Context: an optimization exercise on an open-source flow, tuned for small area, a short achievable clock period and few clock cycles. The choices shown serve that exercise and are no tape-out recipe. Function was checked by simulation only, so behaviour that the tests miss may differ from the original. Power and IR drop assume default switching activity.

==> flow/design.v (excerpt) <==
module hash (
  input CLK
, input RST
, input enable
, input onloop
, input [7:0] wcount       
, input [7:0] word         
, input [7:0] key_length   
, input [7:0] interval
, output reg valid
, output reg[31:0] hashkey
);
reg       i_v;             
reg       i_last;          
reg       i_rst;           
reg [7:0] i_b;
reg [7:0] i_len, i_iv;
always @(posedge CLK) begin
  i_v    <= enable & ~RST;
  i_last <= (wcount == 8'd1);
  i_rst  <= RST;
  i_b    <= word;
  i_len  <= key_length;
  i_iv   <= interval;
end
reg [8:0] s9;
always @(posedge CLK) s9 <= {1'b0, i_len} + {1'b0, i_iv};
wire [31:0] init = 32'hDEADBEEF + {23'b0, s9};
reg [3:0] pos;             
reg       fresh;           
reg       op_last;         
reg       m2, m3;          
reg       f1v, f2v;        
wire p11 = (pos == 4'd11);
wire [3:0] pnext = i_rst ? 4'd0 : ~i_v ? pos : (i_last | p11) ? 4'd0 : pos + 4'd1;
wire       pnl   = enable & ~RST & (wcount != 8'd1);
reg        ev_wa, ev_wb, ev_wc, ev_ma;
reg  [7:0] i_top;          
always @(posedge CLK) begin
  i_top <= (pnl & pnext == 4'd11) ? word : 8'd0;
  ev_wa <= pnl & (pnext == 4'd3);             
  ev_wb <= pnl & (pnext == 4'd7);             
  ev_wc <= pnl & (pnext == 4'd10);            
  ev_ma <= pnl & (pnext == 4'd11);            
end
wire fresh_n = i_rst | (i_v ? (i_last | (fresh & ~ev_wa)) : fresh);
wire last_n  = ~i_rst & i_v & i_last;
wire mg_n    = last_n & m2;
reg  xs_my1, xs_init, xs_sa, xs_sb, xs_sc;
reg  la_add, lb_mx2, lb_add, lb_init, lc_mz1, lc_add, lc_init;
always @(posedge CLK) begin
  xs_my1  <= mg_n;
  xs_init <= last_n ? fresh : fresh_n;
  xs_sa   <= last_n ? (~fresh & ~m2 & pos[3:2] == 2'd0) : (~fresh_n & pnl & pnext == 4'd3);
  xs_sb   <= last_n ? (~fresh & pos[3:2] == 2'd1)       : (~fresh_n & pnl & pnext == 4'd7);
  xs_sc   <= last_n ? (~fresh & pos[3:2] == 2'd2)       : (~fresh_n & pnl & pnext == 4'd10);
  la_add  <= m2 | pos[3:2] == 2'd0;
  lb_mx2  <= m2;
  lb_add  <= ~m2 & pos[3:2] == 2'd1;
  lb_init <= ~m2 & pos[3:2] != 2'd1 & fresh;
  lc_mz1  <= m2;
  lc_add  <= ~m2 & pos[3:2] == 2'd2;
  lc_init <= ~m2 & pos[3:2] != 2'd2 & fresh;
end
always @(posedge CLK) begin
  if (i_rst) begin
    pos     <= 4'd0;
    fresh   <= 1'b1;
    op_last <= 1'b0;
    m2      <= 1'b0;
    m3      <= 1'b0;
    f1v     <= 1'b0;
    f2v     <= 1'b0;
  end else begin
    pos <= pnext;
  ...
For scale: about 4500 cells after synthesis, ~330 flip-flops, about 29000 sq um of cells after synthesis.
clock: 40.0 ns
lec_check: 0
cap_margin: 20
core_margin: 2
core_utilization: 40
cts_cluster_diameter: 90
cts_cluster_size: 24
place_density: 0.75
slew_margin: 20
tns_end_percent: 20
standard.sh (not shown) runs the stock make flow with config.mk's settings and CLKGATE_MAP_FILE= SYNTH_SCRIPT=/design/flow/synth_recipe.tcl, a recipe that flattens the netlist after the stock synthesis.
==> flow/flow/run.sh <==
#!/bin/bash
# Layout flow: the standard ORFS flow with a custom synthesis mapping
# (flow/synth.tcl, flow/abc.script) and timing repair aimed at a tighter
# setup target than the clock period. Each tool's output goes to a log here.
set -euo pipefail
W=$(pwd)
export FLOW_DIR=$W/flow
MARGIN=${FLOW_SETUP_MARGIN:-31}
VARS=(DESIGN_CONFIG=$W/config.mk WORK_HOME=$W/orfs CLKGATE_MAP_FILE=
      SYNTH_SCRIPT=$W/flow/synth.tcl)
make -C "$FLOW_HOME" "${VARS[@]}" synth > "$W/synth.log" 2>&1
if [ -n "${FLOW_FP_MARGIN:-}" ]; then
  make -C "$FLOW_HOME" "${VARS[@]}" SETUP_SLACK_MARGIN=$FLOW_FP_MARGIN \
    "BUFFER_PORTS_ARGS=-buffer_cell sky130_fd_sc_hd__buf_2" floorplan > "$W/floorplan.log" 2>&1
fi
make -C "$FLOW_HOME" "${VARS[@]}" SETUP_SLACK_MARGIN=$MARGIN \
  "BUFFER_PORTS_ARGS=-buffer_cell sky130_fd_sc_hd__buf_2" ${FLOW_TARGET:-finish} > "$W/layout.log" 2>&1
[ "${FLOW_TARGET:-finish}" = finish ] || exit 0
R=$W/orfs/results/$FLOW_PLATFORM/hash/base
: # left out here: write the final layout as DEF
==> flow/flow/abc.script <==
strash
dch
amap
topo
stime -c
buffer -c
upsize -c
dnsize -c
==> flow/flow/synth.tcl <==
proc synth {args} { yosys synth -nofsm -noshare {*}$args }
proc abc {args} {
  set i [lsearch -exact $args -script]
  if {$i >= 0} { set args [lreplace $args $i [expr {$i+1}] -script $::env(FLOW_DIR)/abc.script] }
  set i [lsearch -exact $args -D]
  if {$i >= 0} { set args [lreplace $args $i [expr {$i+1}]] }
  puts "flow: abc $args"
  yosys abc {*}$args
}
proc extract_fa {args} { puts "flow: extract_fa skipped" }
source $::env(SCRIPTS_DIR)/synth.tcl
# left out here: clear keep_hierarchy, flatten, clean up, hide names made inside functions, write 1_2_yosys.v
The starting point ran to the end with no violations.
Testbench counts at the start, summed over its fixed seeds: cycles 83,896.
Then changed:
--- a/flow/flow/run.sh
+++ b/flow/flow/run.sh
@@ -12,4 +11,0 @@
-if [ -n "${FLOW_FP_MARGIN:-}" ]; then
-  make -C "$FLOW_HOME" "${VARS[@]}" SETUP_SLACK_MARGIN=$FLOW_FP_MARGIN \
-    "BUFFER_PORTS_ARGS=-buffer_cell sky130_fd_sc_hd__buf_2" floorplan > "$W/floorplan.log" 2>&1
-fi
- CTS_CLUSTER_DIAMETER: 90 -> 80
- CTS_CLUSTER_SIZE: 24 -> 20
What happened: The changed run finished clean; clock power rose by about 10%; maximum frequency fell by 0.50%; setup slack gets worse by 0.046 ns; sequential power is about the same; via count rose by 0.92%; die area is unchanged; sequential share of layout area fell by 0.13 points; wire length rose by 0.45%.

what the ideal ports hide:
Ports are ideal in the flow. The routed layouts listed here were re-timed in OpenROAD. Step 1 (the two cells are an assumption about what drives the block):
set clk [get_ports {CLK}]
set_driving_cell -lib_cell sky130_fd_sc_hd__clkbuf_16 $clk
set_driving_cell -lib_cell sky130_fd_sc_hd__buf_2 [delete_from_list [all_inputs] $clk]
Step 2 moves the port delays by t, midway between the first and last clock arrival at a register: inputs arrive t later, outputs are due t later. That takes back most of the time a late clock gives input paths. Three values: ideal, step 1, step 2; two values: the first two.
| run | t (ns) | setup WS [ns] | worst setup path at the end |
|---|---|---|---|
| the first run | 0.663 | 30.958 / 30.891 / 30.647 | input to register |
| the second run | 0.691 | 30.912 / 30.845 / 30.640 | input to register |
After both steps setup and hold are still met in every run listed. The setup slack of the first run, which loses most, moves by -0.067 ns with the drivers and by -0.311 ns with both steps.
